This is an optimization exercise on Yosys and OpenROAD, whose aim is a short achievable clock period and few clock cycles, not a production implementation. Only simulation tests tie the RTL to the original design; equivalence was not proved. Power figures rest on the tool's default switching activity, not on a simulated workload.

==> flow/design.v, too long to show whole: its modules and the start of the top module <==
// module JAM: 1526 lines
module JAM (
input CLK,
input RST,
output reg [2:0] W,
output reg [2:0] J,
input [6:0] Cost,
output [3:0] MatchCount,
output [9:0] MinCost,
output reg Valid );
  // ...
==> flow/run.sh <==
#!/bin/bash
# synth_recipe.tcl (not shown) runs the flow's synth.tcl, then flattens the netlist and writes it again
# the make line also repeats each setting of config.mk as NAME=value (left out here)
make -C /OpenROAD-flow-scripts/flow DESIGN_CONFIG=/design/flow/config.mk WORK_HOME=/design/flow/orfs CLKGATE_MAP_FILE= SYNTH_SCRIPT=/design/flow/synth_recipe.tcl finish
==> flow/config.mk <==
export PLATFORM = sky130hd
export DESIGN_NAME = JAM
export DESIGN_NICKNAME = JAM
export VERILOG_FILES = /design/flow/design.v
export SDC_FILE = /design/flow/constraint.sdc
export NUM_CORES = 4
export LEC_CHECK = 0
export CAP_MARGIN = 35
export CORE_MARGIN = 2
export CORE_UTILIZATION = 40
export SETUP_SLACK_MARGIN = 3.3
export SLEW_MARGIN = 20
export TNS_END_PERCENT = 5
==> flow/constraint.sdc <==
create_clock -name core_clock -period 5.5 [get_ports {CLK}]
set_input_delay 1.1000 -clock core_clock [delete_from_list [all_inputs] [get_ports {CLK}]]
set_output_delay 1.1000 -clock core_clock [all_outputs]
set_load 0.01 [all_outputs]
==> results.txt, run 1 <==
power per cell area=roughly 350 nW/um^2; Worst Path Arrival=roughly 3.8 ns; DR pass1 iterations=9; diode count=between 100 and 150; Worst path depth=9; hold worst-path end=cc_21[0]; worst hold path stage count=0; most frequent CP cell=buf_16; run status=timing/DRC/antenna clean; critical path endpoint=cd_62[9]; FF-to-FF Start=rw[2]; Final Hold Vio Count=0; Clock Buffer Count=510; dominant register cell in the synthesized netlist=dfxtp_1; most common cell after layout, fill and taps aside=dfxtp_1; largest registers=ef2: 29 flops, ef: 29 flops; Multi-input gate area=87300 um^2; post-layout util=47.0%; XOR/XNOR share of the synthesized area=3.75%; number of synthesized flops with an enable pin=14; P_int=0.0465 W; met1 WL=272000 um; M1 GR Usage=41.7%; register bit total from synthesis=3431; grt ovf=0; crit path max fanout=14; critical path type=flip-flop to flip-flop; Synth Area in Compound Gates=11.3%; synth top area cells=dfxtp_1 43%, ha_1 16%, mux2_2 6.3%, inv_1 3.7%, o21ai_0 3.1%; worst clock skew=0.0632 ns; sw frac=28.8%; Starting Density=40.2%; num ports=30; Hold Path Class=flip-flop to flip-flop; CTS Sinks=3431; H-tree levels=5; crit-path cells=buf_16, buf_16, mux2_2, ha_1, o21ai_0, nor2_1, o41ai_4, or4b_2, nand3_1; Routed WL=about 670000 um; Die Y=638 um; Clock Pin Slew Worst Setup and Hold Paths=0.07 ns; Flop pwr share=45.5%
Testbench counts, summed over its fixed seeds: cycles 1,560.
==> run 2: changes to the inputs <==
--- a/flow/design.v
+++ b/flow/design.v
@@ -10,4 +10,4 @@
 reg [2:0] pos;
-reg [7:0] rw, rw2;
-reg [63:0] ef, ef2;
+reg [7:0] rw;
+reg [63:0] ef;
 reg last;
@@ -19,3 +19,3 @@
     W <= 3'd0; J <= 3'd0; pos <= 3'd0; last <= 1'b0; Valid <= 1'b0;
-    rw <= 8'd1; rw2 <= 8'd0; ef2 <= 64'd0;
+    rw <= 8'd1;
     for (w = 0; w < 8; w = w + 1) for (q = 0; q < 8; q = q + 1) ef[8*w+q] <= (w == 0);
@@ -28,3 +28,2 @@
     for (w = 0; w < 8; w = w + 1) for (q = 0; q < 8; q = q + 1) ef[8*w+q] <= (nW == w) && (nP <= q);
-    rw2 <= rw; ef2 <= ef;
   end
@@ -199,4 +198,4 @@
 wire eq_80 = cd_80 == vm_80;
-wire tk_80 = (ef2[7] | ef2[48]) | ((rw2[0] | rw2[6]) & lt_80);
-wire ac_80 = (rw2[0] | rw2[6]) & ~(ef2[7] | ef2[48]) & eq_80;
+wire tk_80 = fl_ef2 | (fl_en0 & lt_80);
+wire ac_80 = fl_ac1 & eq_80;
 wire [3:0] pc_80 = cc_80;
@@ -211,4 +210,4 @@
 wire eq_01 = cd_01 == vm_01;
-wire tk_01 = ef2[49] | (rw2[6] & lt_01);
-wire ac_01 = rw2[6] & ~ef2[49] & eq_01;
+wire tk_01 = fl_ef5 | (fl_en3 & lt_01);
+wire ac_01 = fl_ac4 & eq_01;
 wire [3:0] pc_01 = cc_01;
@@ -223,4 +222,4 @@
 wire eq_81 = cd_81 == vm_81;
-wire tk_81 = ef2[40] | (rw2[5] & lt_81);
-wire ac_81 = rw2[5] & ~ef2[40] & eq_81;
+wire tk_81 = fl_ef8 | (fl_en6 & lt_81);
+wire ac_81 = fl_ac7 & eq_81;
 wire [3:0] pc_81 = cc_81;
@@ -236,4 +235,4 @@
 wire eq_82 = cd_82 == vm_82;
-wire tk_82 = ef2[41] | (rw2[5] & lt_82);
-wire ac_82 = rw2[5] & ~ef2[41] & eq_82;
+wire tk_82 = fl_ef10 | (fl_en6 & lt_82);
+wire ac_82 = fl_ac9 & eq_82;
 wire [3:0] pc_82 = cc_82;
@@ -248,4 +247,4 @@
 wire eq_03 = cd_03 == vm_03;
-wire tk_03 = ef2[42] | (rw2[5] & lt_03);
-wire ac_03 = rw2[5] & ~ef2[42] & eq_03;
+wire tk_03 = fl_ef12 | (fl_en6 & lt_03);
+wire ac_03 = fl_ac11 & eq_03;
 wire [3:0] pc_03 = cc_03;
@@ -260,4 +259,4 @@
 wire eq_83 = cd_83 == vm_83;
-wire tk_83 = ef2[32] | (rw2[4] & lt_83);
-wire ac_83 = rw2[4] & ~ef2[32] & eq_83;
+wire tk_83 = fl_ef15 | (fl_en13 & lt_83);
+wire ac_83 = fl_ac14 & eq_83;
 wire [3:0] pc_83 = cc_83;
@@ -272,4 +271,4 @@
 wire eq_04 = cd_04 == vm_04;
-wire tk_04 = ef2[48] | (rw2[6] & lt_04);
-wire ac_04 = rw2[6] & ~ef2[48] & eq_04;
+wire tk_04 = fl_ef17 | (fl_en3 & lt_04);
+wire ac_04 = fl_ac16 & eq_04;
 wire [3:0] pc_04 = cc_04;
@@ -286,4 +285,4 @@
 wire eq_85 = cd_85 == vm_85;
-wire tk_85 = ef2[33] | (rw2[4] & lt_85);
-wire ac_85 = rw2[4] & ~ef2[33] & eq_85;
+wire tk_85 = fl_ef19 | (fl_en13 & lt_85);
+wire ac_85 = fl_ac18 & eq_85;
 wire [3:0] pc_85 = cc_85;
@@ -299,4 +298,4 @@
 wire eq_86 = cd_86 == vm_86;
-wire tk_86 = ef2[34] | (rw2[4] & lt_86);
-wire ac_86 = rw2[4] & ~ef2[34] & eq_86;
+wire tk_86 = fl_ef21 | (fl_en13 & lt_86);
+wire ac_86 = fl_ac20 & eq_86;
 wire [3:0] pc_86 = cc_86;
@@ -311,4 +310,4 @@
 wire eq_07 = cd_07 == vm_07;
-wire tk_07 = ef2[35] | (rw2[4] & lt_07);
-wire ac_07 = rw2[4] & ~ef2[35] & eq_07;
+wire tk_07 = fl_ef23 | (fl_en13 & lt_07);
+wire ac_07 = fl_ac22 & eq_07;
 wire [3:0] pc_07 = cc_07;
@@ -324,4 +323,4 @@
 wire eq_08 = cd_08 == vm_08;
-wire tk_08 = ef2[48] | (rw2[6] & lt_08);
-wire ac_08 = rw2[6] & ~ef2[48] & eq_08;
+wire tk_08 = fl_ef17 | (fl_en3 & lt_08);
+wire ac_08 = fl_ac16 & eq_08;
 wire [3:0] pc_08 = cc_08;
@@ -336,4 +335,4 @@
 wire eq_88 = cd_88 == vm_88;
-wire tk_88 = ef2[40] | (rw2[5] & lt_88);
-wire ac_88 = rw2[5] & ~ef2[40] & eq_88;
+wire tk_88 = fl_ef8 | (fl_en6 & lt_88);
+wire ac_88 = fl_ac7 & eq_88;
 wire [3:0] pc_88 = cc_88;
@@ -348,4 +347,4 @@
 wire eq_09 = cd_09 == vm_09;
-wire tk_09 = ef2[40] | (rw2[5] & lt_09);
-wire ac_09 = rw2[5] & ~ef2[40] & eq_09;
+wire tk_09 = fl_ef8 | (fl_en6 & lt_09);
+wire ac_09 = fl_ac7 & eq_09;
 wire [3:0] pc_09 = cc_09;
@@ -361,4 +360,4 @@
 wire eq_0a = cd_0a == vm_0a;
-wire tk_0a = ef2[41] | (rw2[5] & lt_0a);
-wire ac_0a = rw2[5] & ~ef2[41] & eq_0a;
+wire tk_0a = fl_ef10 | (fl_en6 & lt_0a);
+wire ac_0a = fl_ac9 & eq_0a;
 wire [3:0] pc_0a = cc_0a;
@@ -383,4 +382,4 @@
 wire eq_10 = cd_10 == vm_10;
-wire tk_10 = ef2[48] | (rw2[6] & lt_10);
-wire ac_10 = rw2[6] & ~ef2[48] & eq_10;
+wire tk_10 = fl_ef17 | (fl_en3 & lt_10);
+wire ac_10 = fl_ac16 & eq_10;
 wire [3:0] pc_10 = cc_10;
@@ -395,4 +394,4 @@
 wire eq_90 = cd_90 == vm_90;
-wire tk_90 = ef2[40] | (rw2[5] & lt_90);
-wire ac_90 = rw2[5] & ~ef2[40] & eq_90;
+wire tk_90 = fl_ef8 | (fl_en6 & lt_90);
+wire ac_90 = fl_ac7 & eq_90;
 wire [3:0] pc_90 = cc_90;
@@ -407,4 +406,4 @@
 wire eq_11 = cd_11 == vm_11;
-wire tk_11 = ef2[40] | (rw2[5] & lt_11);
-wire ac_11 = rw2[5] & ~ef2[40] & eq_11;
+wire tk_11 = fl_ef8 | (fl_en6 & lt_11);
+wire ac_11 = fl_ac7 & eq_11;
 wire [3:0] pc_11 = cc_11;
@@ -419,4 +418,4 @@
 wire eq_91 = cd_91 == vm_91;
-wire tk_91 = ef2[32] | (rw2[4] & lt_91);
-wire ac_91 = rw2[4] & ~ef2[32] & eq_91;
+wire tk_91 = fl_ef15 | (fl_en13 & lt_91);
+wire ac_91 = fl_ac14 & eq_91;
 wire [3:0] pc_91 = cc_91;
@@ -431,4 +430,4 @@
 wire eq_12 = cd_12 == vm_12;
-wire tk_12 = ef2[41] | (rw2[5] & lt_12);
-wire ac_12 = rw2[5] & ~ef2[41] & eq_12;
+wire tk_12 = fl_ef10 | (fl_en6 & lt_12);
+wire ac_12 = fl_ac9 & eq_12;
 wire [3:0] pc_12 = cc_12;
@@ -443,4 +442,4 @@
 wire eq_92 = cd_92 == vm_92;
-wire tk_92 = ef2[32] | (rw2[4] & lt_92);
-wire ac_92 = rw2[4] & ~ef2[32] & eq_92;
+wire tk_92 = fl_ef15 | (fl_en13 & lt_92);
+wire ac_92 = fl_ac14 & eq_92;
 wire [3:0] pc_92 = cc_92;
@@ -455,4 +454,4 @@
 wire eq_13 = cd_13 == vm_13;
-wire tk_13 = ef2[32] | (rw2[4] & lt_13);
-wire ac_13 = rw2[4] & ~ef2[32] & eq_13;
+wire tk_13 = fl_ef15 | (fl_en13 & lt_13);
+wire ac_13 = fl_ac14 & eq_13;
 wire [3:0] pc_13 = cc_13;
@@ -467,4 +466,4 @@
 wire eq_93 = cd_93 == vm_93;
-wire tk_93 = ef2[26] | (rw2[3] & lt_93);
-wire ac_93 = rw2[3] & ~ef2[26] & eq_93;
+wire tk_93 = fl_ef26 | (fl_en24 & lt_93);
+wire ac_93 = fl_ac25 & eq_93;
 wire [3:0] pc_93 = cc_93;
@@ -480,4 +479,4 @@
 wire eq_94 = cd_94 == vm_94;
-wire tk_94 = ef2[33] | (rw2[4] & lt_94);
-wire ac_94 = rw2[4] & ~ef2[33] & eq_94;
+wire tk_94 = fl_ef19 | (fl_en13 & lt_94);
+wire ac_94 = fl_ac18 & eq_94;
 wire [3:0] pc_94 = cc_94;
@@ -492,4 +491,4 @@
 wire eq_15 = cd_15 == vm_15;
-wire tk_15 = ef2[33] | (rw2[4] & lt_15);
-wire ac_15 = rw2[4] & ~ef2[33] & eq_15;
+wire tk_15 = fl_ef19 | (fl_en13 & lt_15);
+wire ac_15 = fl_ac18 & eq_15;
 wire [3:0] pc_15 = cc_15;
@@ -504,4 +503,4 @@
 wire eq_95 = cd_95 == vm_95;
-wire tk_95 = ef2[25] | (rw2[3] & lt_95);
-wire ac_95 = rw2[3] & ~ef2[25] & eq_95;
+wire tk_95 = fl_ef28 | (fl_en24 & lt_95);
+wire ac_95 = fl_ac27 & eq_95;
 wire [3:0] pc_95 = cc_95;
@@ -516,4 +515,4 @@
 wire eq_16 = cd_16 == vm_16;
-wire tk_16 = ef2[34] | (rw2[4] & lt_16);
-wire ac_16 = rw2[4] & ~ef2[34] & eq_16;
+wire tk_16 = fl_ef21 | (fl_en13 & lt_16);
+wire ac_16 = fl_ac20 & eq_16;
 wire [3:0] pc_16 = cc_16;
@@ -528,4 +527,4 @@
 wire eq_96 = cd_96 == vm_96;
-wire tk_96 = ef2[25] | (rw2[3] & lt_96);
-wire ac_96 = rw2[3] & ~ef2[25] & eq_96;
+wire tk_96 = fl_ef28 | (fl_en24 & lt_96);
+wire ac_96 = fl_ac27 & eq_96;
 wire [3:0] pc_96 = cc_96;
@@ -540,4 +539,4 @@
 wire eq_17 = cd_17 == vm_17;
-wire tk_17 = ef2[25] | (rw2[3] & lt_17);
-wire ac_17 = rw2[3] & ~ef2[25] & eq_17;
+wire tk_17 = fl_ef28 | (fl_en24 & lt_17);
+wire ac_17 = fl_ac27 & eq_17;
 wire [3:0] pc_17 = cc_17;
@@ -552,4 +551,4 @@
 wire eq_18 = cd_18 == vm_18;
-wire tk_18 = ef2[40] | (rw2[5] & lt_18);
-wire ac_18 = rw2[5] & ~ef2[40] & eq_18;
+wire tk_18 = fl_ef8 | (fl_en6 & lt_18);
+wire ac_18 = fl_ac7 & eq_18;
 wire [3:0] pc_18 = cc_18;
@@ -566,4 +565,4 @@
 wire eq_99 = cd_99 == vm_99;
-wire tk_99 = ef2[24] | (rw2[3] & lt_99);
-wire ac_99 = rw2[3] & ~ef2[24] & eq_99;
+wire tk_99 = fl_ef30 | (fl_en24 & lt_99);
+wire ac_99 = fl_ac29 & eq_99;
 wire [3:0] pc_99 = cc_99;
@@ -579,4 +578,4 @@
 wire eq_9a = cd_9a == vm_9a;
-wire tk_9a = ef2[24] | (rw2[3] & lt_9a);
-wire ac_9a = rw2[3] & ~ef2[24] & eq_9a;
+wire tk_9a = fl_ef30 | (fl_en24 & lt_9a);
+wire ac_9a = fl_ac29 & eq_9a;
 wire [3:0] pc_9a = cc_9a;
@@ -591,4 +590,4 @@
 wire eq_1b = cd_1b == vm_1b;
-wire tk_1b = ef2[24] | (rw2[3] & lt_1b);
-wire ac_1b = rw2[3] & ~ef2[24] & eq_1b;
+wire tk_1b = fl_ef30 | (fl_en24 & lt_1b);
+wire ac_1b = fl_ac29 & eq_1b;
 wire [3:0] pc_1b = cc_1b;
@@ -604,4 +603,4 @@
 wire eq_9c = cd_9c == vm_9c;
-wire tk_9c = ef2[24] | (rw2[3] & lt_9c);
-wire ac_9c = rw2[3] & ~ef2[24] & eq_9c;
+wire tk_9c = fl_ef30 | (fl_en24 & lt_9c);
+wire ac_9c = fl_ac29 & eq_9c;
 wire [3:0] pc_9c = cc_9c;
@@ -616,4 +615,4 @@
 wire eq_1d = cd_1d == vm_1d;
-wire tk_1d = ef2[24] | (rw2[3] & lt_1d);
-wire ac_1d = rw2[3] & ~ef2[24] & eq_1d;
+wire tk_1d = fl_ef30 | (fl_en24 & lt_1d);
+wire ac_1d = fl_ac29 & eq_1d;
 wire [3:0] pc_1d = cc_1d;
@@ -628,4 +627,4 @@
 wire eq_1e = cd_1e == vm_1e;
-wire tk_1e = ef2[24] | (rw2[3] & lt_1e);
-wire ac_1e = rw2[3] & ~ef2[24] & eq_1e;
+wire tk_1e = fl_ef30 | (fl_en24 & lt_1e);
+wire ac_1e = fl_ac29 & eq_1e;
 wire [3:0] pc_1e = cc_1e;
@@ -640,4 +639,4 @@
 wire eq_20 = cd_20 == vm_20;
-wire tk_20 = ef2[48] | (rw2[6] & lt_20);
-wire ac_20 = rw2[6] & ~ef2[48] & eq_20;
+wire tk_20 = fl_ef17 | (fl_en3 & lt_20);
+wire ac_20 = fl_ac16 & eq_20;
 wire [3:0] pc_20 = cc_20;
@@ -652,4 +651,4 @@
 wire eq_a0 = cd_a0 == vm_a0;
-wire tk_a0 = ef2[40] | (rw2[5] & lt_a0);
-wire ac_a0 = rw2[5] & ~ef2[40] & eq_a0;
+wire tk_a0 = fl_ef8 | (fl_en6 & lt_a0);
+wire ac_a0 = fl_ac7 & eq_a0;
 wire [3:0] pc_a0 = cc_a0;
@@ -664,4 +663,4 @@
 wire eq_21 = cd_21 == vm_21;
-wire tk_21 = ef2[40] | (rw2[5] & lt_21);
-wire ac_21 = rw2[5] & ~ef2[40] & eq_21;
+wire tk_21 = fl_ef8 | (fl_en6 & lt_21);
+wire ac_21 = fl_ac7 & eq_21;
 wire [3:0] pc_21 = cc_21;
@@ -676,4 +675,4 @@
 wire eq_a1 = cd_a1 == vm_a1;
-wire tk_a1 = (ef2[20] | ef2[32]) | ((rw2[2] | rw2[4]) & lt_a1);
-wire ac_a1 = (rw2[2] | rw2[4]) & ~(ef2[20] | ef2[32]) & eq_a1;
+wire tk_a1 = fl_ef33 | (fl_en31 & lt_a1);
+wire ac_a1 = fl_ac32 & eq_a1;
 wire [3:0] pc_a1 = cc_a1;
@@ -688,4 +687,4 @@
 wire eq_22 = cd_22 == vm_22;
-wire tk_22 = ef2[41] | (rw2[5] & lt_22);
-wire ac_22 = rw2[5] & ~ef2[41] & eq_22;
+wire tk_22 = fl_ef10 | (fl_en6 & lt_22);
+wire ac_22 = fl_ac9 & eq_22;
 wire [3:0] pc_22 = cc_22;
@@ -700,4 +699,4 @@
 wire eq_a2 = cd_a2 == vm_a2;
-wire tk_a2 = (ef2[19] | ef2[32]) | ((rw2[2] | rw2[4]) & lt_a2);
-wire ac_a2 = (rw2[2] | rw2[4]) & ~(ef2[19] | ef2[32]) & eq_a2;
+wire tk_a2 = fl_ef35 | (fl_en31 & lt_a2);
+wire ac_a2 = fl_ac34 & eq_a2;
 wire [3:0] pc_a2 = cc_a2;
@@ -712,4 +711,4 @@
 wire eq_23 = cd_23 == vm_23;
-wire tk_23 = (ef2[19] | ef2[32]) | ((rw2[2] | rw2[4]) & lt_23);
-wire ac_23 = (rw2[2] | rw2[4]) & ~(ef2[19] | ef2[32]) & eq_23;
+wire tk_23 = fl_ef35 | (fl_en31 & lt_23);
+wire ac_23 = fl_ac34 & eq_23;
 wire [3:0] pc_23 = cc_23;
@@ -726,4 +725,4 @@
 wire eq_a4 = cd_a4 == vm_a4;
-wire tk_a4 = (ef2[18] | ef2[33]) | ((rw2[2] | rw2[4]) & lt_a4);
-wire ac_a4 = (rw2[2] | rw2[4]) & ~(ef2[18] | ef2[33]) & eq_a4;
+wire tk_a4 = fl_ef37 | (fl_en31 & lt_a4);
+wire ac_a4 = fl_ac36 & eq_a4;
 wire [3:0] pc_a4 = cc_a4;
@@ -738,4 +737,4 @@
 wire eq_25 = cd_25 == vm_25;
-wire tk_25 = (ef2[18] | ef2[33]) | ((rw2[2] | rw2[4]) & lt_25);
-wire ac_25 = (rw2[2] | rw2[4]) & ~(ef2[18] | ef2[33]) & eq_25;
+wire tk_25 = fl_ef37 | (fl_en31 & lt_25);
+wire ac_25 = fl_ac36 & eq_25;
 wire [3:0] pc_25 = cc_25;
@@ -751,4 +750,4 @@
 wire eq_26 = cd_26 == vm_26;
-wire tk_26 = (ef2[18] | ef2[34]) | ((rw2[2] | rw2[4]) & lt_26);
-wire ac_26 = (rw2[2] | rw2[4]) & ~(ef2[18] | ef2[34]) & eq_26;
+wire tk_26 = fl_ef39 | (fl_en31 & lt_26);
+wire ac_26 = fl_ac38 & eq_26;
 wire [3:0] pc_26 = cc_26;
@@ -765,4 +764,4 @@
 wire eq_28 = cd_28 == vm_28;
-wire tk_28 = ef2[40] | (rw2[5] & lt_28);
-wire ac_28 = rw2[5] & ~ef2[40] & eq_28;
+wire tk_28 = fl_ef8 | (fl_en6 & lt_28);
+wire ac_28 = fl_ac7 & eq_28;
 wire [3:0] pc_28 = cc_28;
@@ -777,4 +776,4 @@
 wire eq_a8 = cd_a8 == vm_a8;
-wire tk_a8 = ef2[17] | (rw2[2] & lt_a8);
-wire ac_a8 = rw2[2] & ~ef2[17] & eq_a8;
+wire tk_a8 = fl_ef42 | (fl_en40 & lt_a8);
+wire ac_a8 = fl_ac41 & eq_a8;
 wire [3:0] pc_a8 = cc_a8;
@@ -789,4 +788,4 @@
 wire eq_29 = cd_29 == vm_29;
-wire tk_29 = ef2[17] | (rw2[2] & lt_29);
-wire ac_29 = rw2[2] & ~ef2[17] & eq_29;
+wire tk_29 = fl_ef42 | (fl_en40 & lt_29);
+wire ac_29 = fl_ac41 & eq_29;
 wire [3:0] pc_29 = cc_29;
@@ -802,4 +801,4 @@
 wire eq_2a = cd_2a == vm_2a;
-wire tk_2a = ef2[17] | (rw2[2] & lt_2a);
-wire ac_2a = rw2[2] & ~ef2[17] & eq_2a;
+wire tk_2a = fl_ef42 | (fl_en40 & lt_2a);
+wire ac_2a = fl_ac41 & eq_2a;
 wire [3:0] pc_2a = cc_2a;
@@ -816,4 +815,4 @@
 wire eq_2c = cd_2c == vm_2c;
-wire tk_2c = ef2[17] | (rw2[2] & lt_2c);
-wire ac_2c = rw2[2] & ~ef2[17] & eq_2c;
+wire tk_2c = fl_ef42 | (fl_en40 & lt_2c);
+wire ac_2c = fl_ac41 & eq_2c;
 wire [3:0] pc_2c = cc_2c;
@@ -831,4 +830,4 @@
 wire eq_30 = cd_30 == vm_30;
-wire tk_30 = ef2[40] | (rw2[5] & lt_30);
-wire ac_30 = rw2[5] & ~ef2[40] & eq_30;
+wire tk_30 = fl_ef8 | (fl_en6 & lt_30);
+wire ac_30 = fl_ac7 & eq_30;
 wire [3:0] pc_30 = cc_30;
@@ -843,4 +842,4 @@
 wire eq_b0 = cd_b0 == vm_b0;
-wire tk_b0 = (ef2[16] | ef2[32]) | ((rw2[2] | rw2[4]) & lt_b0);
-wire ac_b0 = (rw2[2] | rw2[4]) & ~(ef2[16] | ef2[32]) & eq_b0;
+wire tk_b0 = fl_ef44 | (fl_en31 & lt_b0);
+wire ac_b0 = fl_ac43 & eq_b0;
 wire [3:0] pc_b0 = cc_b0;
@@ -855,4 +854,4 @@
 wire eq_31 = cd_31 == vm_31;
-wire tk_31 = (ef2[16] | ef2[32]) | ((rw2[2] | rw2[4]) & lt_31);
-wire ac_31 = (rw2[2] | rw2[4]) & ~(ef2[16] | ef2[32]) & eq_31;
+wire tk_31 = fl_ef44 | (fl_en31 & lt_31);
+wire ac_31 = fl_ac43 & eq_31;
 wire [3:0] pc_31 = cc_31;
@@ -867,4 +866,4 @@
 wire eq_b1 = cd_b1 == vm_b1;
-wire tk_b1 = ef2[27] | (rw2[3] & lt_b1);
-wire ac_b1 = rw2[3] & ~ef2[27] & eq_b1;
+wire tk_b1 = fl_ef46 | (fl_en24 & lt_b1);
+wire ac_b1 = fl_ac45 & eq_b1;
 wire [3:0] pc_b1 = cc_b1;
@@ -879,4 +878,4 @@
 wire eq_32 = cd_32 == vm_32;
-wire tk_32 = (ef2[16] | ef2[32]) | ((rw2[2] | rw2[4]) & lt_32);
-wire ac_32 = (rw2[2] | rw2[4]) & ~(ef2[16] | ef2[32]) & eq_32;
+wire tk_32 = fl_ef44 | (fl_en31 & lt_32);
+wire ac_32 = fl_ac43 & eq_32;
 wire [3:0] pc_32 = cc_32;
@@ -891,4 +890,4 @@
 wire eq_b2 = cd_b2 == vm_b2;
-wire tk_b2 = ef2[26] | (rw2[3] & lt_b2);
-wire ac_b2 = rw2[3] & ~ef2[26] & eq_b2;
+wire tk_b2 = fl_ef26 | (fl_en24 & lt_b2);
+wire ac_b2 = fl_ac25 & eq_b2;
 wire [3:0] pc_b2 = cc_b2;
@@ -903,4 +902,4 @@
 wire eq_33 = cd_33 == vm_33;
-wire tk_33 = ef2[26] | (rw2[3] & lt_33);
-wire ac_33 = rw2[3] & ~ef2[26] & eq_33;
+wire tk_33 = fl_ef26 | (fl_en24 & lt_33);
+wire ac_33 = fl_ac25 & eq_33;
 wire [3:0] pc_33 = cc_33;
@@ -915,4 +914,4 @@
 wire eq_34 = cd_34 == vm_34;
-wire tk_34 = (ef2[16] | ef2[33]) | ((rw2[2] | rw2[4]) & lt_34);
-wire ac_34 = (rw2[2] | rw2[4]) & ~(ef2[16] | ef2[33]) & eq_34;
+wire tk_34 = fl_ef48 | (fl_en31 & lt_34);
+wire ac_34 = fl_ac47 & eq_34;
 wire [3:0] pc_34 = cc_34;
@@ -927,4 +926,4 @@
 wire eq_b4 = cd_b4 == vm_b4;
-wire tk_b4 = ef2[25] | (rw2[3] & lt_b4);
-wire ac_b4 = rw2[3] & ~ef2[25] & eq_b4;
+wire tk_b4 = fl_ef28 | (fl_en24 & lt_b4);
+wire ac_b4 = fl_ac27 & eq_b4;
 wire [3:0] pc_b4 = cc_b4;
@@ -939,4 +938,4 @@
 wire eq_35 = cd_35 == vm_35;
-wire tk_35 = ef2[25] | (rw2[3] & lt_35);
-wire ac_35 = rw2[3] & ~ef2[25] & eq_35;
+wire tk_35 = fl_ef28 | (fl_en24 & lt_35);
+wire ac_35 = fl_ac27 & eq_35;
 wire [3:0] pc_35 = cc_35;
@@ -951,4 +950,4 @@
 wire eq_36 = cd_36 == vm_36;
-wire tk_36 = ef2[25] | (rw2[3] & lt_36);
-wire ac_36 = rw2[3] & ~ef2[25] & eq_36;
+wire tk_36 = fl_ef28 | (fl_en24 & lt_36);
+wire ac_36 = fl_ac27 & eq_36;
 wire [3:0] pc_36 = cc_36;
@@ -963,4 +962,4 @@
 wire eq_38 = cd_38 == vm_38;
-wire tk_38 = ef2[16] | (rw2[2] & lt_38);
-wire ac_38 = rw2[2] & ~ef2[16] & eq_38;
+wire tk_38 = fl_ef50 | (fl_en40 & lt_38);
+wire ac_38 = fl_ac49 & eq_38;
 wire [3:0] pc_38 = cc_38;
@@ -975,4 +974,4 @@
 wire eq_b8 = cd_b8 == vm_b8;
-wire tk_b8 = ef2[24] | (rw2[3] & lt_b8);
-wire ac_b8 = rw2[3] & ~ef2[24] & eq_b8;
+wire tk_b8 = fl_ef30 | (fl_en24 & lt_b8);
+wire ac_b8 = fl_ac29 & eq_b8;
 wire [3:0] pc_b8 = cc_b8;
@@ -987,4 +986,4 @@
 wire eq_39 = cd_39 == vm_39;
-wire tk_39 = ef2[24] | (rw2[3] & lt_39);
-wire ac_39 = rw2[3] & ~ef2[24] & eq_39;
+wire tk_39 = fl_ef30 | (fl_en24 & lt_39);
+wire ac_39 = fl_ac29 & eq_39;
 wire [3:0] pc_39 = cc_39;
@@ -999,4 +998,4 @@
 wire eq_3a = cd_3a == vm_3a;
-wire tk_3a = ef2[24] | (rw2[3] & lt_3a);
-wire ac_3a = rw2[3] & ~ef2[24] & eq_3a;
+wire tk_3a = fl_ef30 | (fl_en24 & lt_3a);
+wire ac_3a = fl_ac29 & eq_3a;
 wire [3:0] pc_3a = cc_3a;
@@ -1011,4 +1010,4 @@
 wire eq_3c = cd_3c == vm_3c;
-wire tk_3c = ef2[24] | (rw2[3] & lt_3c);
-wire ac_3c = rw2[3] & ~ef2[24] & eq_3c;
+wire tk_3c = fl_ef30 | (fl_en24 & lt_3c);
+wire ac_3c = fl_ac29 & eq_3c;
 wire [3:0] pc_3c = cc_3c;
@@ -1023,4 +1022,4 @@
 wire eq_40 = cd_40 == vm_40;
-wire tk_40 = ef2[48] | (rw2[6] & lt_40);
-wire ac_40 = rw2[6] & ~ef2[48] & eq_40;
+wire tk_40 = fl_ef17 | (fl_en3 & lt_40);
+wire ac_40 = fl_ac16 & eq_40;
 wire [3:0] pc_40 = cc_40;
@@ -1035,4 +1034,4 @@
 wire eq_c0 = cd_c0 == vm_c0;
-wire tk_c0 = (ef2[14] | ef2[40]) | ((rw2[1] | rw2[5]) & lt_c0);
-wire ac_c0 = (rw2[1] | rw2[5]) & ~(ef2[14] | ef2[40]) & eq_c0;
+wire tk_c0 = fl_ef53 | (fl_en51 & lt_c0);
+wire ac_c0 = fl_ac52 & eq_c0;
 wire [3:0] pc_c0 = cc_c0;
@@ -1047,4 +1046,4 @@
 wire eq_41 = cd_41 == vm_41;
-wire tk_41 = (ef2[13] | ef2[40]) | ((rw2[1] | rw2[5]) & lt_41);
-wire ac_41 = (rw2[1] | rw2[5]) & ~(ef2[13] | ef2[40]) & eq_41;
+wire tk_41 = fl_ef55 | (fl_en51 & lt_41);
+wire ac_41 = fl_ac54 & eq_41;
 wire [3:0] pc_41 = cc_41;
@@ -1059,4 +1058,4 @@
 wire eq_c1 = cd_c1 == vm_c1;
-wire tk_c1 = ef2[32] | (rw2[4] & lt_c1);
-wire ac_c1 = rw2[4] & ~ef2[32] & eq_c1;
+wire tk_c1 = fl_ef15 | (fl_en13 & lt_c1);
+wire ac_c1 = fl_ac14 & eq_c1;
 wire [3:0] pc_c1 = cc_c1;
@@ -1071,4 +1070,4 @@
 wire eq_42 = cd_42 == vm_42;
-wire tk_42 = (ef2[12] | ef2[41]) | ((rw2[1] | rw2[5]) & lt_42);
-wire ac_42 = (rw2[1] | rw2[5]) & ~(ef2[12] | ef2[41]) & eq_42;
+wire tk_42 = fl_ef57 | (fl_en51 & lt_42);
+wire ac_42 = fl_ac56 & eq_42;
 wire [3:0] pc_42 = cc_42;
@@ -1083,4 +1082,4 @@
 wire eq_c2 = cd_c2 == vm_c2;
-wire tk_c2 = ef2[32] | (rw2[4] & lt_c2);
-wire ac_c2 = rw2[4] & ~ef2[32] & eq_c2;
+wire tk_c2 = fl_ef15 | (fl_en13 & lt_c2);
+wire ac_c2 = fl_ac14 & eq_c2;
 wire [3:0] pc_c2 = cc_c2;
@@ -1095,4 +1094,4 @@
 wire eq_43 = cd_43 == vm_43;
-wire tk_43 = ef2[32] | (rw2[4] & lt_43);
-wire ac_43 = rw2[4] & ~ef2[32] & eq_43;
+wire tk_43 = fl_ef15 | (fl_en13 & lt_43);
+wire ac_43 = fl_ac14 & eq_43;
 wire [3:0] pc_43 = cc_43;
@@ -1108,4 +1107,4 @@
 wire eq_44 = cd_44 == vm_44;
-wire tk_44 = ef2[11] | (rw2[1] & lt_44);
-wire ac_44 = rw2[1] & ~ef2[11] & eq_44;
+wire tk_44 = fl_ef60 | (fl_en58 & lt_44);
+wire ac_44 = fl_ac59 & eq_44;
 wire [3:0] pc_44 = cc_44;
@@ -1120,4 +1119,4 @@
 wire eq_c4 = cd_c4 == vm_c4;
-wire tk_c4 = ef2[33] | (rw2[4] & lt_c4);
-wire ac_c4 = rw2[4] & ~ef2[33] & eq_c4;
+wire tk_c4 = fl_ef19 | (fl_en13 & lt_c4);
+wire ac_c4 = fl_ac18 & eq_c4;
 wire [3:0] pc_c4 = cc_c4;
@@ -1132,4 +1131,4 @@
 wire eq_45 = cd_45 == vm_45;
-wire tk_45 = ef2[33] | (rw2[4] & lt_45);
-wire ac_45 = rw2[4] & ~ef2[33] & eq_45;
+wire tk_45 = fl_ef19 | (fl_en13 & lt_45);
+wire ac_45 = fl_ac18 & eq_45;
 wire [3:0] pc_45 = cc_45;
@@ -1145,4 +1144,4 @@
 wire eq_46 = cd_46 == vm_46;
-wire tk_46 = ef2[34] | (rw2[4] & lt_46);
-wire ac_46 = rw2[4] & ~ef2[34] & eq_46;
+wire tk_46 = fl_ef21 | (fl_en13 & lt_46);
+wire ac_46 = fl_ac20 & eq_46;
 wire [3:0] pc_46 = cc_46;
@@ -1159,4 +1158,4 @@
 wire eq_48 = cd_48 == vm_48;
-wire tk_48 = (ef2[10] | ef2[40]) | ((rw2[1] | rw2[5]) & lt_48);
-wire ac_48 = (rw2[1] | rw2[5]) & ~(ef2[10] | ef2[40]) & eq_48;
+wire tk_48 = fl_ef62 | (fl_en51 & lt_48);
+wire ac_48 = fl_ac61 & eq_48;
 wire [3:0] pc_48 = cc_48;
@@ -1181,4 +1180,4 @@
 wire eq_50 = cd_50 == vm_50;
-wire tk_50 = (ef2[9] | ef2[40]) | ((rw2[1] | rw2[5]) & lt_50);
-wire ac_50 = (rw2[1] | rw2[5]) & ~(ef2[9] | ef2[40]) & eq_50;
+wire tk_50 = fl_ef64 | (fl_en51 & lt_50);
+wire ac_50 = fl_ac63 & eq_50;
 wire [3:0] pc_50 = cc_50;
@@ -1193,4 +1192,4 @@
 wire eq_d0 = cd_d0 == vm_d0;
-wire tk_d0 = ef2[32] | (rw2[4] & lt_d0);
-wire ac_d0 = rw2[4] & ~ef2[32] & eq_d0;
+wire tk_d0 = fl_ef15 | (fl_en13 & lt_d0);
+wire ac_d0 = fl_ac14 & eq_d0;
 wire [3:0] pc_d0 = cc_d0;
@@ -1205,4 +1204,4 @@
 wire eq_51 = cd_51 == vm_51;
-wire tk_51 = ef2[32] | (rw2[4] & lt_51);
-wire ac_51 = rw2[4] & ~ef2[32] & eq_51;
+wire tk_51 = fl_ef15 | (fl_en13 & lt_51);
+wire ac_51 = fl_ac14 & eq_51;
 wire [3:0] pc_51 = cc_51;
@@ -1217,4 +1216,4 @@
 wire eq_d1 = cd_d1 == vm_d1;
-wire tk_d1 = ef2[27] | (rw2[3] & lt_d1);
-wire ac_d1 = rw2[3] & ~ef2[27] & eq_d1;
+wire tk_d1 = fl_ef46 | (fl_en24 & lt_d1);
+wire ac_d1 = fl_ac45 & eq_d1;
 wire [3:0] pc_d1 = cc_d1;
@@ -1229,4 +1228,4 @@
 wire eq_52 = cd_52 == vm_52;
-wire tk_52 = ef2[32] | (rw2[4] & lt_52);
-wire ac_52 = rw2[4] & ~ef2[32] & eq_52;
+wire tk_52 = fl_ef15 | (fl_en13 & lt_52);
+wire ac_52 = fl_ac14 & eq_52;
 wire [3:0] pc_52 = cc_52;
@@ -1241,4 +1240,4 @@
 wire eq_d2 = cd_d2 == vm_d2;
-wire tk_d2 = ef2[26] | (rw2[3] & lt_d2);
-wire ac_d2 = rw2[3] & ~ef2[26] & eq_d2;
+wire tk_d2 = fl_ef26 | (fl_en24 & lt_d2);
+wire ac_d2 = fl_ac25 & eq_d2;
 wire [3:0] pc_d2 = cc_d2;
@@ -1253,4 +1252,4 @@
 wire eq_53 = cd_53 == vm_53;
-wire tk_53 = ef2[26] | (rw2[3] & lt_53);
-wire ac_53 = rw2[3] & ~ef2[26] & eq_53;
+wire tk_53 = fl_ef26 | (fl_en24 & lt_53);
+wire ac_53 = fl_ac25 & eq_53;
 wire [3:0] pc_53 = cc_53;
@@ -1265,4 +1264,4 @@
 wire eq_54 = cd_54 == vm_54;
-wire tk_54 = ef2[33] | (rw2[4] & lt_54);
-wire ac_54 = rw2[4] & ~ef2[33] & eq_54;
+wire tk_54 = fl_ef19 | (fl_en13 & lt_54);
+wire ac_54 = fl_ac18 & eq_54;
 wire [3:0] pc_54 = cc_54;
@@ -1277,4 +1276,4 @@
 wire eq_d4 = cd_d4 == vm_d4;
-wire tk_d4 = ef2[25] | (rw2[3] & lt_d4);
-wire ac_d4 = rw2[3] & ~ef2[25] & eq_d4;
+wire tk_d4 = fl_ef28 | (fl_en24 & lt_d4);
+wire ac_d4 = fl_ac27 & eq_d4;
 wire [3:0] pc_d4 = cc_d4;
@@ -1289,4 +1288,4 @@
 wire eq_55 = cd_55 == vm_55;
-wire tk_55 = ef2[25] | (rw2[3] & lt_55);
-wire ac_55 = rw2[3] & ~ef2[25] & eq_55;
+wire tk_55 = fl_ef28 | (fl_en24 & lt_55);
+wire ac_55 = fl_ac27 & eq_55;
 wire [3:0] pc_55 = cc_55;
@@ -1301,4 +1300,4 @@
 wire eq_56 = cd_56 == vm_56;
-wire tk_56 = ef2[25] | (rw2[3] & lt_56);
-wire ac_56 = rw2[3] & ~ef2[25] & eq_56;
+wire tk_56 = fl_ef28 | (fl_en24 & lt_56);
+wire ac_56 = fl_ac27 & eq_56;
 wire [3:0] pc_56 = cc_56;
@@ -1314,4 +1313,4 @@
 wire eq_d8 = cd_d8 == vm_d8;
-wire tk_d8 = ef2[24] | (rw2[3] & lt_d8);
-wire ac_d8 = rw2[3] & ~ef2[24] & eq_d8;
+wire tk_d8 = fl_ef30 | (fl_en24 & lt_d8);
+wire ac_d8 = fl_ac29 & eq_d8;
 wire [3:0] pc_d8 = cc_d8;
@@ -1326,4 +1325,4 @@
 wire eq_59 = cd_59 == vm_59;
-wire tk_59 = ef2[24] | (rw2[3] & lt_59);
-wire ac_59 = rw2[3] & ~ef2[24] & eq_59;
+wire tk_59 = fl_ef30 | (fl_en24 & lt_59);
+wire ac_59 = fl_ac29 & eq_59;
 wire [3:0] pc_59 = cc_59;
@@ -1338,4 +1337,4 @@
 wire eq_5a = cd_5a == vm_5a;
-wire tk_5a = ef2[24] | (rw2[3] & lt_5a);
-wire ac_5a = rw2[3] & ~ef2[24] & eq_5a;
+wire tk_5a = fl_ef30 | (fl_en24 & lt_5a);
+wire ac_5a = fl_ac29 & eq_5a;
 wire [3:0] pc_5a = cc_5a;
@@ -1350,4 +1349,4 @@
 wire eq_5c = cd_5c == vm_5c;
-wire tk_5c = ef2[24] | (rw2[3] & lt_5c);
-wire ac_5c = rw2[3] & ~ef2[24] & eq_5c;
+wire tk_5c = fl_ef30 | (fl_en24 & lt_5c);
+wire ac_5c = fl_ac29 & eq_5c;
 wire [3:0] pc_5c = cc_5c;
@@ -1362,4 +1361,4 @@
 wire eq_60 = cd_60 == vm_60;
-wire tk_60 = (ef2[8] | ef2[40]) | ((rw2[1] | rw2[5]) & lt_60);
-wire ac_60 = (rw2[1] | rw2[5]) & ~(ef2[8] | ef2[40]) & eq_60;
+wire tk_60 = fl_ef66 | (fl_en51 & lt_60);
+wire ac_60 = fl_ac65 & eq_60;
 wire [3:0] pc_60 = cc_60;
@@ -1374,4 +1373,4 @@
 wire eq_e0 = cd_e0 == vm_e0;
-wire tk_e0 = (ef2[21] | ef2[32]) | ((rw2[2] | rw2[4]) & lt_e0);
-wire ac_e0 = (rw2[2] | rw2[4]) & ~(ef2[21] | ef2[32]) & eq_e0;
+wire tk_e0 = fl_ef68 | (fl_en31 & lt_e0);
+wire ac_e0 = fl_ac67 & eq_e0;
 wire [3:0] pc_e0 = cc_e0;
@@ -1386,4 +1385,4 @@
 wire eq_61 = cd_61 == vm_61;
-wire tk_61 = (ef2[20] | ef2[32]) | ((rw2[2] | rw2[4]) & lt_61);
-wire ac_61 = (rw2[2] | rw2[4]) & ~(ef2[20] | ef2[32]) & eq_61;
+wire tk_61 = fl_ef33 | (fl_en31 & lt_61);
+wire ac_61 = fl_ac32 & eq_61;
 wire [3:0] pc_61 = cc_61;
@@ -1399,4 +1398,4 @@
 wire eq_62 = cd_62 == vm_62;
-wire tk_62 = (ef2[19] | ef2[32]) | ((rw2[2] | rw2[4]) & lt_62);
-wire ac_62 = (rw2[2] | rw2[4]) & ~(ef2[19] | ef2[32]) & eq_62;
+wire tk_62 = fl_ef35 | (fl_en31 & lt_62);
+wire ac_62 = fl_ac34 & eq_62;
 wire [3:0] pc_62 = cc_62;
@@ -1413,4 +1412,4 @@
 wire eq_64 = cd_64 == vm_64;
-wire tk_64 = (ef2[18] | ef2[33]) | ((rw2[2] | rw2[4]) & lt_64);
-wire ac_64 = (rw2[2] | rw2[4]) & ~(ef2[18] | ef2[33]) & eq_64;
+wire tk_64 = fl_ef37 | (fl_en31 & lt_64);
+wire ac_64 = fl_ac36 & eq_64;
 wire [3:0] pc_64 = cc_64;
@@ -1428,4 +1427,4 @@
 wire eq_68 = cd_68 == vm_68;
-wire tk_68 = ef2[17] | (rw2[2] & lt_68);
-wire ac_68 = rw2[2] & ~ef2[17] & eq_68;
+wire tk_68 = fl_ef42 | (fl_en40 & lt_68);
+wire ac_68 = fl_ac41 & eq_68;
 wire [3:0] pc_68 = cc_68;
@@ -1444,4 +1443,4 @@
 wire eq_70 = cd_70 == vm_70;
-wire tk_70 = (ef2[16] | ef2[32]) | ((rw2[2] | rw2[4]) & lt_70);
-wire ac_70 = (rw2[2] | rw2[4]) & ~(ef2[16] | ef2[32]) & eq_70;
+wire tk_70 = fl_ef44 | (fl_en31 & lt_70);
+wire ac_70 = fl_ac43 & eq_70;
 wire [3:0] pc_70 = cc_70;
@@ -1456,4 +1455,4 @@
 wire eq_f0 = cd_f0 == vm_f0;
-wire tk_f0 = ef2[28] | (rw2[3] & lt_f0);
-wire ac_f0 = rw2[3] & ~ef2[28] & eq_f0;
+wire tk_f0 = fl_ef70 | (fl_en24 & lt_f0);
+wire ac_f0 = fl_ac69 & eq_f0;
 wire [3:0] pc_f0 = cc_f0;
@@ -1468,4 +1467,4 @@
 wire eq_71 = cd_71 == vm_71;
-wire tk_71 = ef2[27] | (rw2[3] & lt_71);
-wire ac_71 = rw2[3] & ~ef2[27] & eq_71;
+wire tk_71 = fl_ef46 | (fl_en24 & lt_71);
+wire ac_71 = fl_ac45 & eq_71;
 wire [3:0] pc_71 = cc_71;
@@ -1480,4 +1479,4 @@
 wire eq_72 = cd_72 == vm_72;
-wire tk_72 = ef2[26] | (rw2[3] & lt_72);
-wire ac_72 = rw2[3] & ~ef2[26] & eq_72;
+wire tk_72 = fl_ef26 | (fl_en24 & lt_72);
+wire ac_72 = fl_ac25 & eq_72;
 wire [3:0] pc_72 = cc_72;
@@ -1492,4 +1491,4 @@
 wire eq_74 = cd_74 == vm_74;
-wire tk_74 = ef2[25] | (rw2[3] & lt_74);
-wire ac_74 = rw2[3] & ~ef2[25] & eq_74;
+wire tk_74 = fl_ef28 | (fl_en24 & lt_74);
+wire ac_74 = fl_ac27 & eq_74;
 wire [3:0] pc_74 = cc_74;
@@ -1504,4 +1503,4 @@
 wire eq_78 = cd_78 == vm_78;
-wire tk_78 = ef2[24] | (rw2[3] & lt_78);
-wire ac_78 = rw2[3] & ~ef2[24] & eq_78;
+wire tk_78 = fl_ef30 | (fl_en24 & lt_78);
+wire ac_78 = fl_ac29 & eq_78;
 wire [3:0] pc_78 = cc_78;
@@ -1516,4 +1515,4 @@
 wire eq_ff = cd_ff == vm_ff;
-wire tk_ff = ef2[56] | (rw2[7] & lt_ff);
-wire ac_ff = rw2[7] & ~ef2[56] & eq_ff;
+wire tk_ff = fl_ef73 | (fl_en71 & lt_ff);
+wire ac_ff = fl_ac72 & eq_ff;
 wire [3:0] pc_ff = cc_ff;
@@ -1523,2 +1522,229 @@
 end
+reg fl_en0;
+reg fl_ac1;
+reg fl_ef2;
+reg fl_en3;
+reg fl_ac4;
+reg fl_ef5;
+reg fl_en6;
+reg fl_ac7;
+reg fl_ef8;
+reg fl_ac9;
+reg fl_ef10;
+reg fl_ac11;
+reg fl_ef12;
+reg fl_en13;
+reg fl_ac14;
+reg fl_ef15;
+reg fl_ac16;
+reg fl_ef17;
+reg fl_ac18;
+reg fl_ef19;
+reg fl_ac20;
+reg fl_ef21;
+reg fl_ac22;
+reg fl_ef23;
+reg fl_en24;
+reg fl_ac25;
+reg fl_ef26;
+reg fl_ac27;
+reg fl_ef28;
+reg fl_ac29;
+reg fl_ef30;
+reg fl_en31;
+reg fl_ac32;
+reg fl_ef33;
+reg fl_ac34;
+reg fl_ef35;
+reg fl_ac36;
+reg fl_ef37;
+reg fl_ac38;
+reg fl_ef39;
+reg fl_en40;
+reg fl_ac41;
+reg fl_ef42;
+reg fl_ac43;
+reg fl_ef44;
+reg fl_ac45;
+reg fl_ef46;
+reg fl_ac47;
+reg fl_ef48;
+reg fl_ac49;
+reg fl_ef50;
+reg fl_en51;
+reg fl_ac52;
+reg fl_ef53;
+reg fl_ac54;
+reg fl_ef55;
+reg fl_ac56;
+reg fl_ef57;
+reg fl_en58;
+reg fl_ac59;
+reg fl_ef60;
+reg fl_ac61;
+reg fl_ef62;
+reg fl_ac63;
+reg fl_ef64;
+reg fl_ac65;
+reg fl_ef66;
+reg fl_ac67;
+reg fl_ef68;
+reg fl_ac69;
+reg fl_ef70;
+reg fl_en71;
+reg fl_ac72;
+reg fl_ef73;
+always @(posedge CLK) begin
+  if (RST) begin
+    fl_en0 <= 1'b0;
+    fl_ac1 <= 1'b0;
+    fl_ef2 <= 1'b0;
+    fl_en3 <= 1'b0;
+    fl_ac4 <= 1'b0;
+    fl_ef5 <= 1'b0;
+    fl_en6 <= 1'b0;
+    fl_ac7 <= 1'b0;
+    fl_ef8 <= 1'b0;
+    fl_ac9 <= 1'b0;
+    fl_ef10 <= 1'b0;
+    fl_ac11 <= 1'b0;
+    fl_ef12 <= 1'b0;
+    fl_en13 <= 1'b0;
+    fl_ac14 <= 1'b0;
+    fl_ef15 <= 1'b0;
+    fl_ac16 <= 1'b0;
+    fl_ef17 <= 1'b0;
+    fl_ac18 <= 1'b0;
+    fl_ef19 <= 1'b0;
+    fl_ac20 <= 1'b0;
+    fl_ef21 <= 1'b0;
+    fl_ac22 <= 1'b0;
+    fl_ef23 <= 1'b0;
+    fl_en24 <= 1'b0;
+    fl_ac25 <= 1'b0;
+    fl_ef26 <= 1'b0;
+    fl_ac27 <= 1'b0;
+    fl_ef28 <= 1'b0;
+    fl_ac29 <= 1'b0;
+    fl_ef30 <= 1'b0;
+    fl_en31 <= 1'b0;
+    fl_ac32 <= 1'b0;
+    fl_ef33 <= 1'b0;
+    fl_ac34 <= 1'b0;
+    fl_ef35 <= 1'b0;
+    fl_ac36 <= 1'b0;
+    fl_ef37 <= 1'b0;
+    fl_ac38 <= 1'b0;
+    fl_ef39 <= 1'b0;
+    fl_en40 <= 1'b0;
+    fl_ac41 <= 1'b0;
+    fl_ef42 <= 1'b0;
+    fl_ac43 <= 1'b0;
+    fl_ef44 <= 1'b0;
+    fl_ac45 <= 1'b0;
+    fl_ef46 <= 1'b0;
+    fl_ac47 <= 1'b0;
+    fl_ef48 <= 1'b0;
+    fl_ac49 <= 1'b0;
+    fl_ef50 <= 1'b0;
+    fl_en51 <= 1'b0;
+    fl_ac52 <= 1'b0;
+    fl_ef53 <= 1'b0;
+    fl_ac54 <= 1'b0;
+    fl_ef55 <= 1'b0;
+    fl_ac56 <= 1'b0;
+    fl_ef57 <= 1'b0;
+    fl_en58 <= 1'b0;
+    fl_ac59 <= 1'b0;
+    fl_ef60 <= 1'b0;
+    fl_ac61 <= 1'b0;
+    fl_ef62 <= 1'b0;
+    fl_ac63 <= 1'b0;
+    fl_ef64 <= 1'b0;
+    fl_ac65 <= 1'b0;
+    fl_ef66 <= 1'b0;
+    fl_ac67 <= 1'b0;
+    fl_ef68 <= 1'b0;
+    fl_ac69 <= 1'b0;
+    fl_ef70 <= 1'b0;
+    fl_en71 <= 1'b0;
+    fl_ac72 <= 1'b0;
+    fl_ef73 <= 1'b0;
+  end else begin
+    fl_en0 <= (rw[0] | rw[6]);
+    fl_ac1 <= (rw[0] | rw[6]) & ~(ef[7] | ef[48]);
+    fl_ef2 <= (ef[7] | ef[48]);
+    fl_en3 <= rw[6];
+    fl_ac4 <= rw[6] & ~ef[49];
+    fl_ef5 <= ef[49];
+    fl_en6 <= rw[5];
+    fl_ac7 <= rw[5] & ~ef[40];
+    fl_ef8 <= ef[40];
+    fl_ac9 <= rw[5] & ~ef[41];
+    fl_ef10 <= ef[41];
+    fl_ac11 <= rw[5] & ~ef[42];
+    fl_ef12 <= ef[42];
+    fl_en13 <= rw[4];
+    fl_ac14 <= rw[4] & ~ef[32];
+    fl_ef15 <= ef[32];
+    fl_ac16 <= rw[6] & ~ef[48];
+    fl_ef17 <= ef[48];
+    fl_ac18 <= rw[4] & ~ef[33];
+    fl_ef19 <= ef[33];
+    fl_ac20 <= rw[4] & ~ef[34];
+    fl_ef21 <= ef[34];
+    fl_ac22 <= rw[4] & ~ef[35];
+    fl_ef23 <= ef[35];
+    fl_en24 <= rw[3];
+    fl_ac25 <= rw[3] & ~ef[26];
+    fl_ef26 <= ef[26];
+    fl_ac27 <= rw[3] & ~ef[25];
+    fl_ef28 <= ef[25];
+    fl_ac29 <= rw[3] & ~ef[24];
+    fl_ef30 <= ef[24];
+    fl_en31 <= (rw[2] | rw[4]);
+    fl_ac32 <= (rw[2] | rw[4]) & ~(ef[20] | ef[32]);
+    fl_ef33 <= (ef[20] | ef[32]);
+    fl_ac34 <= (rw[2] | rw[4]) & ~(ef[19] | ef[32]);
+    fl_ef35 <= (ef[19] | ef[32]);
+    fl_ac36 <= (rw[2] | rw[4]) & ~(ef[18] | ef[33]);
+    fl_ef37 <= (ef[18] | ef[33]);
+    fl_ac38 <= (rw[2] | rw[4]) & ~(ef[18] | ef[34]);
+    fl_ef39 <= (ef[18] | ef[34]);
+    fl_en40 <= rw[2];
+    fl_ac41 <= rw[2] & ~ef[17];
+    fl_ef42 <= ef[17];
+    fl_ac43 <= (rw[2] | rw[4]) & ~(ef[16] | ef[32]);
+    fl_ef44 <= (ef[16] | ef[32]);
+    fl_ac45 <= rw[3] & ~ef[27];
+    fl_ef46 <= ef[27];
+    fl_ac47 <= (rw[2] | rw[4]) & ~(ef[16] | ef[33]);
+    fl_ef48 <= (ef[16] | ef[33]);
+    fl_ac49 <= rw[2] & ~ef[16];
+    fl_ef50 <= ef[16];
+    fl_en51 <= (rw[1] | rw[5]);
+    fl_ac52 <= (rw[1] | rw[5]) & ~(ef[14] | ef[40]);
+    fl_ef53 <= (ef[14] | ef[40]);
+    fl_ac54 <= (rw[1] | rw[5]) & ~(ef[13] | ef[40]);
+    fl_ef55 <= (ef[13] | ef[40]);
+    fl_ac56 <= (rw[1] | rw[5]) & ~(ef[12] | ef[41]);
+    fl_ef57 <= (ef[12] | ef[41]);
+    fl_en58 <= rw[1];
+    fl_ac59 <= rw[1] & ~ef[11];
+    fl_ef60 <= ef[11];
+    fl_ac61 <= (rw[1] | rw[5]) & ~(ef[10] | ef[40]);
+    fl_ef62 <= (ef[10] | ef[40]);
+    fl_ac63 <= (rw[1] | rw[5]) & ~(ef[9] | ef[40]);
+    fl_ef64 <= (ef[9] | ef[40]);
+    fl_ac65 <= (rw[1] | rw[5]) & ~(ef[8] | ef[40]);
+    fl_ef66 <= (ef[8] | ef[40]);
+    fl_ac67 <= (rw[2] | rw[4]) & ~(ef[21] | ef[32]);
+    fl_ef68 <= (ef[21] | ef[32]);
+    fl_ac69 <= rw[3] & ~ef[28];
+    fl_ef70 <= ef[28];
+    fl_en71 <= rw[7];
+    fl_ac72 <= rw[7] & ~ef[56];
+    fl_ef73 <= ef[56];
+  end
+end
 assign MinCost = vm_ff;
--- a/flow/config.mk
+++ b/flow/config.mk
@@ -10,3 +10,3 @@
 export CORE_UTILIZATION = 40
-export SETUP_SLACK_MARGIN = 3.3
+export SETUP_SLACK_MARGIN = 3.0
 export SLEW_MARGIN = 20
==> results.txt, run 2 <==
Synthesized Nets=18200 (was 18100); WP data required=6.36 ns (was 6.44 ns); Final Hold Vio Count=0 (unchanged); num ports=30 (unchanged); H-tree levels=5 (unchanged); Worst Path Arrival=3.75 ns (was 3.81 ns); largest register by flop count=ef; root buffer cell=clkbuf_16 (unchanged); FMAX=0.346 GHz (was 0.348 GHz); RSZ-0062 raised after global routing=true (unchanged); CTS Sinks=3468 (was 3431); top-area cell type share of the netlist area=42.7% (was 42.5%); actual slew at the worst max-slew pin=1.03 ns (was 1.09 ns); HPWL Detailed=548000 um (was 531000 um); worst hold path stage count=0 (unchanged); Area growth, synth to finish=15.9% (was 16.7%); Hold WS=0.318 ns (was 0.296 ns); run status=timing/DRC/antenna clean (unchanged); FF-to-FF Start=rw[2] (unchanged); Starting Density=40.2% (about the same); combinational power share=14.3% (was 13.2%); crit path max fanout=8 (was 14); Fillers=37500 (was 36800); routed vias=124000 (about the same); Routed WL=686000 um (was 675000 um); Final setup viols=0 (unchanged); Mapped Avg Cell Area=10.2 um^2 (was 10.1 um^2); max-cap violation count=0 (unchanged); antenna violations before repair=141 (was 154); CORE AREA=403000 um^2 (was 400000 um^2); TritonCTS clock tree=yes (unchanged); largest net degree at the start of global routing=54 (was 45); Post-synth ARST share=0% (unchanged); vias per cell=5.56 (was 5.59); hold path start=vc_c6[2] (was vc_4a[0]); row cnt=233 (was 232); CTS buffer count=375 (was 370); commonest cells in the netlist=3454 x dfxtp_1, 2009 x ha_1, 1588 x inv_1 (was 3417 x dfxtp_1, 2009 x ha_1, 1565 x inv_1); worst r2r dst=cd_61[9] (was cd_62[9]); clk latency of the worst-skew pair=1.02 ns (was 1.01 ns); max-slew violations=0 (unchanged); vias in the first global route=113000 (was 112000); most frequent cell after synthesis=dfxtp_1 (unchanged); dominant register cell in the synthesized netlist=dfxtp_1 (unchanged); Die Y=640 um (was 638 um); DP Cell Count=21300 (was 21100); final worst-path cycle share=52.6% (was 52.2%); CTS Hold Bufs=0 (unchanged); die footprint=410000 um^2 (was 407000 um^2); leakage=81.7 nW (was 82.1 nW); net switching power=0.0203 W (was 0.0188 W); Slew headroom=30.9% (was 27.4%); worst clock skew=0.0718 ns (was 0.0632 ns); grt ovf=0 (unchanged); DRT iter0 DRCs=14400 (was 14900); post-synthesis sequential area ratio=43.0% (was 42.8%); peak supply drop=0.000254 V (was 0.000245 V); Mapped Area=162000 um^2 (was 161000 um^2); final net count=18700 (about the same); Clk pwr share=39.7% (was 41.2%); routed length per instance=30.8 um (was 30.4 um); critical path type=flip-flop to flip-flop (unchanged); most frequent cells in the layout=3397 x dfxtp_1, 1951 x ha_1, 1579 x inv_1 (was 3294 x dfxtp_1, 1966 x ha_1, 1538 x inv_1); port buffer count=29 (unchanged); Distinct cells, synth=83 (was 82); setup slack at placement=1.53 ns (was 1.49 ns); Yosys top cell by area=dfxtp_1 (unchanged); register bit total from synthesis=3468 (was 3431); sw frac=30.1% (was 28.8%); setup TNS=0 ns (unchanged); Flop pwr share=46.0% (was 45.5%); Clock Pin Slew Worst Setup and Hold Paths=0.06 ns (was 0.07 ns); GR Util All Layers=32.4% (was 31.4%); synth top area cells=dfxtp_1 43%, ha_1 16%, mux2_2 6.3%, inv_1 3.7%, o21ai_0 3.1% (unchanged); Mapped Cells=15900 (about the same); max FFs per register=29; hold worst-path end=cc_94[2] (was cc_21[0]); Final WS setup=2.61 ns (was 2.63 ns); setup slack, reg-to-reg=2.61 ns (was 2.63 ns); Die Width=640 um (was 638 um); DR pass1 iterations=6 (was 9); power per cell area=359 nW/um^2 (was 348 nW/um^2); Synth warnings=1 (unchanged); CTS max path bufs=4 (unchanged); Post-Layout Cell Count=22300 (was 22200); CP Capture Type=flip-flop (unchanged); post-layout util=46.6% (was 47.0%); P_int=0.0470 W (was 0.0465 W); Hold Path Class=flip-flop to flip-flop (unchanged); first-pass GRT wire length=909000 um (was 886000 um); DRC=0 (unchanged); most common cell after layout, fill and taps aside=dfxtp_1 (unchanged); antenna-violating nets left=0 (unchanged); worst r2r path cells=13 (was 9); number of synthesized flops with an enable pin=14 (unchanged); minimum clock period=2.89 ns (was 2.87 ns); kind of start point of the critical path=flip-flop (unchanged); layout cells sized above 1=14.3% (was 15.6%); Placer Congestion=1.06 (about the same)
-- run 2: changes by cell type after synthesis, sizes merged, moves of 27 or more --
cell    change
clkbuf    -100
buf        +90
nand3      +68
dfxtp      +37
nor3       +34
nor4       -31
nor2b      -27
-- run 2: layer usage --
layer	vias up	wire, um	global-route usage, %
met5	-	251	0
met4	32	63800	25.3
met3	1443	67900	6.70
met2	6000	274000	45.6
met1	59800	281000	42.9
li1	56800	-	-
-- run 2: per-stage QoR --
stage | cell area, um^2 | power [W]
2_1_floorplan | 162000 | 0.0355
3_3_place_gp | 169000 | 0.0402
3_5_place_dp | 170000 | 0.0403
4_1_cts | 186000 | 0.0669
5_1_grt | 187000 | 0.0695
6_report | 188000 | 0.0672
-- run 2: layout make-up --
class                   count  area [um^2]  share of cell area, %
multi-input cells       10600        87000                   46.4
clock buffers             496        10600                   5.63
repair buffers            431         4810                   2.56
inverters                1588         5960                   3.18
clock inverters           183         2460                   1.31
flip-flops and latches   3468        69700                   37.1
well taps                5405         6760                   3.61
diodes                    112          280                  0.149
-- run 2: worst max path at each step --
stage | slack (ns) | cells after the start | to | startpoint
after global placement | 1.10 | 10 | cd_80[8] | Cost[1]
after floorplan | 2.58 | 8 | cd_61[6] | Cost[1]
after global routing | 2.55 | 13 | cd_61[9] | rw[2]
after CTS | 2.63 | 5 | vm_a0[5] | cd_41[8]
final | 2.61 | 13 | cd_61[9] | rw[2]
after detailed placement | 1.53 | 10 | cd_55[8] | Cost[0]
-- run 2: cell families after synthesis --
logic type / after synthesis / synth area share [%]
DFF: 3468 / 43.0
buffers and inverters: 1837 / 4.45
AOI/OAI and AO/OA: 2924 / 11.3
and+or+nand+nor: 3530 / 10.9
adders and majority gates: 2210 / 18.0
muxes: 1277 / 8.59
xor gates and xnor gates: 688 / 3.72
-- run 2: timing repair --
action                      CTS  global route
pin swaps                    65            69
gates cloned                 15             8
buffers inserted            101            68
setup endpoints to repair  1059          1215
resized for setup           273           188
-- run 2: critical path, stage by stage (launching register included) --
cell and delay [ns]:
dfxtp_4 0.38, buf_12 0.13, buf_12 0.15, buf_12 0.17, buf_16 0.19, buf_12 0.13, buf_4 0.11, mux2_2 0.32
ha_1 0.31, o21ai_0 0.15, nor2_2 0.21, o41ai_4 0.12, o311ai_2 0.26, nand2_1 0.08
-- run 2: power groups by stage --
| stage | Combinational, W | Sequential (W) | Clock (W) |
|---|---|---|---|
| detailed placement | 0.00908 | 0.0312 | 0 |
| global placement | 0.00892 | 0.0313 | 0 |
| CTS | 0.00929 | 0.0307 | 0.0269 |
| finish | 0.00961 | 0.0309 | 0.0267 |
| floorplan | 0.00662 | 0.0289 | 0 |
| global route | 0.0107 | 0.0308 | 0.0279 |
Testbench counts of run 2, summed over its fixed seeds: cycles 1,560.

[port drivers added, routing unchanged]
The flow's constraints put no driver on any port. The routed layouts listed below were extracted and timed again, unchanged, in two steps. Step 1: set_driving_cell puts a clkbuf_16 on CLK and a buf_2 on each other input, an assumption about the parent block. Step 2 also shifts input and output timing later by t, the mid clock arrival at the registers, as if the neighbouring blocks saw the same clock. Three values: no drivers, after step 1, after step 2; two values: the first two.
| run | shift t [ns] | setup WS [ns] | hold WS [ns] | pins driven straight from the clock port |
|---|---|---|---|---|
| run 1 | 1.089 | 2.627 / 2.527 / 1.438 | 0.296 / 0.296 / 0.296 | 1 |
| run 2 | 1.111 | 2.607 / 2.561 / 1.523 | 0.318 / 0.318 / 0.318 | 1 |
After both steps setup and hold are still met in every run listed. The setup slack of run 1, which loses most, moves by -0.100 ns with the drivers and by -1.189 ns with both steps.
